What follows belongs to an exercise in optimizing a design on an open flow for small area; a production flow would make more cautious choices.
No run shown here included a check of the RTL's function; only the layout flow was run.
Power and IR drop assume default switching activity.

## flow/design.v (module list and top-level ports; edited modules follow where they fit)
// module RX_UDP: 507 lines
// module TX_UDP: 645 lines
// module ETH_TOP: 289 lines
module ETH_TOP#(
		parameter FPGA_MAC         = 48'h00D0_0800_0002,
		parameter FPGA_IP          = 32'hC0A8_006E,
	    parameter FPGA_DP          = 16'd8080,
	    parameter FPGA_SP          = 16'd8080,
	    parameter C_AXI_ID_WIDTH       = 4,         
	    parameter C_AXI_ADDR_WIDTH     = 32,        
	    parameter C_AXI_DATA_WIDTH     = 64,        
	    parameter C_AXI_NBURST_SUPPORT = 1'b0,      
	    parameter C_AXI_BURST_TYPE     = 2'b00,     
	    parameter WATCH_DOG_WIDTH      = 12,   		 
	    parameter FLAG_MOTOR           =   32'hE1EC_0C0D,
	    parameter FLAG_AD              =   32'hAD86_86DA,
	    parameter FLAG_ETHLOOP         =   32'hEEBA_EEBA,
	    parameter C_ADDR_SUMOFFSET     =   32'h0000_1000,
	    parameter C_ADDR_MOTOR2ETH     =   32'h0000_0000,
	    parameter C_ADDR_AD2ETH        =   32'h1000_0000,
	    parameter C_ADDR_ETHLOOP       =   32'h2000_0000,
	    parameter C_ADDR_ETH2MOTOR     =   32'hE000_0000,
	    parameter C_ADDR_ETH2AD        =   32'hF000_0000           
    )
	(
	    input   sys_clk,
	    input   sys_rst,   
	   	input                               maxi_wready,  
	   	output [C_AXI_ID_WIDTH-1:0]         maxi_wid,     
	   	output [C_AXI_ADDR_WIDTH-1:0]       maxi_waddr,   
	   	output [7:0]                        maxi_wlen,    
	   	output [2:0]                        maxi_wsize,   
	   	output [1:0]                        maxi_wburst,  
	   	output [1:0]                        maxi_wlock,   
  // ...
==> flow/run.sh <==
#!/bin/bash
# synth_recipe.tcl (not shown) runs the flow's synth.tcl, then flattens the netlist and writes it again
# the make line also repeats each setting of config.mk as NAME=value (left out here)
make -C /OpenROAD-flow-scripts/flow DESIGN_CONFIG=/design/flow/config.mk WORK_HOME=/design/flow/orfs CLKGATE_MAP_FILE= SYNTH_SCRIPT=/design/flow/synth_recipe.tcl finish
==> flow/config.mk <==
export PLATFORM = sky130hd
export DESIGN_NAME = ETH_TOP
export DESIGN_NICKNAME = ETH_TOP
export VERILOG_FILES = /design/flow/design.v
export SDC_FILE = /design/flow/constraint.sdc
export NUM_CORES = 4
export LEC_CHECK = 0
export ABC_AREA = 1
export CAP_MARGIN = 20
export CORE_MARGIN = 2
export CORE_UTILIZATION = 65
export CTS_BUF_LIST = sky130_fd_sc_hd__clkbuf_8
export CTS_CLUSTER_SIZE = 30
export PLACE_DENSITY = 0.75
export SLEW_MARGIN = 20
==> flow/constraint.sdc <==
create_clock -name core_clock -period 8.0 [get_ports {sys_clk}]
set_input_delay 1.6000 -clock core_clock [delete_from_list [all_inputs] [get_ports {sys_clk}]]
set_output_delay 1.6000 -clock core_clock [all_outputs]
set_load 0.01 [all_outputs]
==> out/results.tsv, run 1 <==
metric	value	unit
status	timing/DRC/antenna clean	
powerComb	1080	µW
multiInputGateArea	26400	µm²
cts_max_level	4	
clk_latency	840	ps
setup_viol_count_final	0	
seq_area_frac_synth	36.2	%
area_growth	10.4	%
track_usage	41.7	%
utilization	72.3	%
cp-endpoint	inst_TX_UDP.usum_p[16]$_DFFE_PP_	
cts_made_buffers	130	
multi_input_area_share	49.3	%
drt_first_pass_iters	8	
synthAdderAreaFrac	7.54	%
crit_required	8540	ps
drive_above_1_share	4.41	%
fin_hold_ws	439	ps
slowest_delay	450	ps
first_global_vias	45194	
initial_core_util	65.5	%
biggestRegsByFlops	inst_TX_UDP.eth_loop_data (128), inst_RX_UDP.rx_wd_wdata (64), inst_RX_UDP.wd_wdata (64)	
signal_buffers	298	
drt_iter0_markers	6734	
power_leader	sequential cells	
post-place-ws	203	ps
grt_pass1_wl	253000	µm
multi_input_gates	5105	
dominant_cells	multi-input combinational cells	
yosysMostFrequentCell	nand2_1	
port_buffers	226	
==> run 2, diff against run 1 <==
--- a/flow/config.mk
+++ b/flow/config.mk
@@ -8,8 +8,6 @@
 export ABC_AREA = 1
 export CAP_MARGIN = 20
 export CORE_MARGIN = 2
-export CORE_UTILIZATION = 65
-export CTS_BUF_LIST = sky130_fd_sc_hd__clkbuf_8
-export CTS_CLUSTER_SIZE = 30
-export PLACE_DENSITY = 0.75
+export CORE_UTILIZATION = 40
+export PLACE_DENSITY = 0.6
 export SLEW_MARGIN = 20
==> out/results.tsv, run 2 <==
metric	value	unit	change
status	timing/DRC/antenna clean		
ir_drop	0.164	mV	
cp.arrival	7780	ps	
r2r_cells	38		
cts_max_level	3		-1
antenna_found_initial	2		
synthTopCellsByCount	nand2_1, inv_1, a21oi_1, nor2_1, dfxtp_1		
largest_register_ffs	128		
tightest_slew	1090	ps	
die_w	353	µm	
io_pins	594		
leakage	0.0231	µW	
async_reset_ff_share	0	%	
seq_area_frac_synth	36.2	%	unchanged
reg2reg_setup_slack	640	ps	
biggestRegsByFlops	inst_TX_UDP.eth_loop_data (128), inst_RX_UDP.rx_wd_wdata (64), inst_RX_UDP.wd_wdata (64)		
core_area	120000	µm²	
cts-resized-gates	0		
synthCells	6865		
worstSetupPathType	reg -> reg		
die_area	124000	µm²	
cts_tree	yes		
grt_max_degree	94		
cts_made_buffers	86		-34%
drive_above_1_share	3.73	%	-0.68 points
drc	0		
wirelength	174000	µm	
critical_path.max_fanout	5		
crit_family	compound AO/OA/AOI/OAI gates		
synth_top_area_share	21.3	%	
grt.overflow.total	0		
multiInputGateArea	26400	µm²	about the same
ys_types	59		
yosysMostFrequentCell	nand2_1		
min_path_type	reg -> reg		
pwr_density_cell	168	nW/µm²	
power	9220	µW	
slew_viol_final	0		
finalCritPeriodShare	92.0	%	
cts_hold_buf	0		
drt_first_pass_iters	7		-1
syn_area	48600	µm²	
vias	46886		
slowest_delay	460	ps	about the same
drt_iter0_markers	5041		-25%
grt_pass1_wl	263000	µm	+4.0%
nFillCells	12345		
most-common-layout-cells	nand2_1, inv_1, a21oi_1, nor2_1, dfxtp_1		
first_global_vias	43027		-4.8%
fin_skew	66.2	ps	
cts_buffer_depth	3		
area_growth	12.7	%	
routedWlPerCell	20.0	µm	
path_buf_inv	3		
crit_required	8420	ps	-120 ps
initial_core_util	40.4	%	-25 points
maxCapViolations	0		
seq_area	17600	µm²	
tns	0	ps	
reg2reg_from	inst_TX_UDP.package_cnt[2]$_SDFFE_PP0P_		
cts.sinks	758		
clk_latency	730	ps	-110 ps
final_common_cell	nand2_1		
gp_congestion	0.957		
synth_area_per_cell	7.08	µm²	
crit_cells	38		
fp.dieH	353	µm	
cts.clk_slew.worst_paths	60	ps	
nets	7592		
relSlewSlack	27.3	%	
finalHoldViolations	0		
setup_viol_count_final	0		unchanged
port_buffers	226		unchanged
synth_top_cell_by_area	dfxtp_1		
synth_area_leaders	dfxtp_1, edfxtp_1, nand2_1		
crit_slowest_cell	fa_1		
top_register	inst_TX_UDP.eth_loop_data		
critPathLaunchType	register		
ys_ff_latch	758		
endpoint_kind	register		
fmax	136	MHz	
yosys_warnings	2		
antenna_left	0		
rsz0062_at_grt	no		
track_usage	26.9	%	-15 points
fin_crit	7360	ps	
cts-root-buf	clkbuf_16		
vias_per_cell	5.39		
dpl.hpwl	130000	µm	
worstSetupStartpoint	inst_TX_UDP.package_cnt[2]$_SDFFE_PP0P_		
cp-endpoint	inst_TX_UDP.usum_p[15]$_DFFE_PP_		
rows	127		
ys.flop_type	dfxtp_1		
synth_edf_count	242		
timing.rr.end	inst_TX_UDP.usum_p[15]$_DFFE_PP_		
postCtsSetupRepairBufs	0		
run 2: cell counts after synthesis:
Identical to the previous run, type by type.
run 2: worst min path at each step:
stage / start / end / slack, ps / cells after the start
3_3_place_gp: inst_RX_UDP.o_pc_mac[29]$_SDFFE_PP0P_ / inst_TX_UDP.snap_mac[29]$_DFFE_PP_ / 420 / 0
4_1_cts: inst_RX_UDP.o_pc_mac[41]$_SDFFE_PP0P_ / inst_TX_UDP.snap_mac[41]$_DFFE_PP_ / 430 / 0
3_5_place_dp: inst_RX_UDP.o_pc_mac[3]$_SDFFE_PP0P_ / inst_TX_UDP.snap_mac[3]$_DFFE_PP_ / 410 / 0
2_1_floorplan: inst_RX_UDP.o_pc_mac[0]$_SDFFE_PP0P_ / inst_TX_UDP.snap_mac[0]$_DFFE_PP_ / 410 / 0
6_report: inst_RX_UDP.o_pc_mac[41]$_SDFFE_PP0P_ / inst_TX_UDP.snap_mac[41]$_DFFE_PP_ / 430 / 0
5_1_grt: inst_RX_UDP.o_pc_mac[7]$_SDFFE_PP0P_ / inst_TX_UDP.snap_mac[7]$_DFFE_PP_ / 450 / 0
run 2: area by class of cell:
class / instances / area share (%)
clock buffers: 115 / 4.31
clock inverters: 41 / 1.17
inverters: 769 / 5.28
flip-flops and latches: 758 / 32.2
repair buffers: 296 / 5.11
diodes: 1 / 0.00457
multi-input cells: 5105 / 48.3
well taps: 1612 / 3.68
run 2: kinds of logic (layout without fill, tap and decap cells):
logic type	Yosys count	count (layout)	share of synthesized area, %
adder cells (fa/ha/maj)	278	278	7.54
buffers and inverters	1192	1221	11.0
XOR/XNOR	182	182	3.28
flip-flops	758	758	36.2
other	2	193	0.0155
AO/OA/AOI/OAI	1537	1537	17.4
AND/OR/NAND/NOR	2916	2916	24.5
run 2: metal layers:
metal  wire, µm  part of all wire, %  GRT usage, %
met1      80500                   46          39.4
met2      75000                   43          41.0
met3      14100                  8.1          4.22
met4       4160                  2.4          7.21
met5          0                    0             0
run 2: stage by stage:
stage | util, % | std cells | instance area (µm²) | setup slack [ps] | hold slack [ps]
2_1_floorplan | - | 7055 | 49300 | 1260 | 408
3_3_place_gp | 43.0 | 8539 | 51700 | 378 | 416
3_5_place_dp | 43.0 | 8539 | 51700 | 350 | 414
4_1_cts | 45.5 | 8695 | 54700 | 291 | 430
5_1_grt | 45.5 | 8697 | 54700 | 23.1 | 445
6_report | 45.5 | 8697 | 54700 | 640 | 428
run 2: power by group:
group / switching (µW) / internal, µW / leakage (µW)
Sequential: 9.16 / 3960 / 0.00648
Clock: 1770 / 2430 / 0.00143
Combinational: 720 / 333 / 0.0152
Total: 2500 / 6720 / 0.0231
run 2: worst register-to-register path: cells and delay by family, from the launching register on:
| family | cells | cell delay [ps] |
|---|---|---|
| AO/OA/AOI/OAI | 16 | 2750 |
| adder cells (fa/ha/maj) | 6 | 2240 |
| AND/OR/NAND/NOR | 9 | 870 |
| XOR/XNOR | 4 | 650 |
| flip-flops | 1 | 350 |
| buffers and inverters | 3 | 230 |

==> re-timing with driven ports <==
In the flow no input, the clock included, has a driving cell. The finished layouts below were timed again as built, in two steps. Step 1 assumes that a clkbuf_16 drives the clock port and a buf_2 every other input. Step 2 also shifts input and output timing later by t, the mid clock arrival at the registers, as if the neighbouring blocks saw the same clock. Three values: no drivers, after step 1, after step 2; two values: the first two.
run | t (ns) | setup slack, ns | worst setup path at the end | latest minus earliest clock arrival (ns)
run 1 | 0.871 | 0.466 / 0.466 / 0.335 | input to register | 0.066 / 0.066
run 2 | 0.770 | 0.640 / 0.640 / 0.234 | input to register | 0.074 / 0.075
After both steps setup and hold are still met in every run listed. For run 2, which loses most, drivers alone change the setup slack by 0.000 ns; drivers and shift together by -0.406 ns.
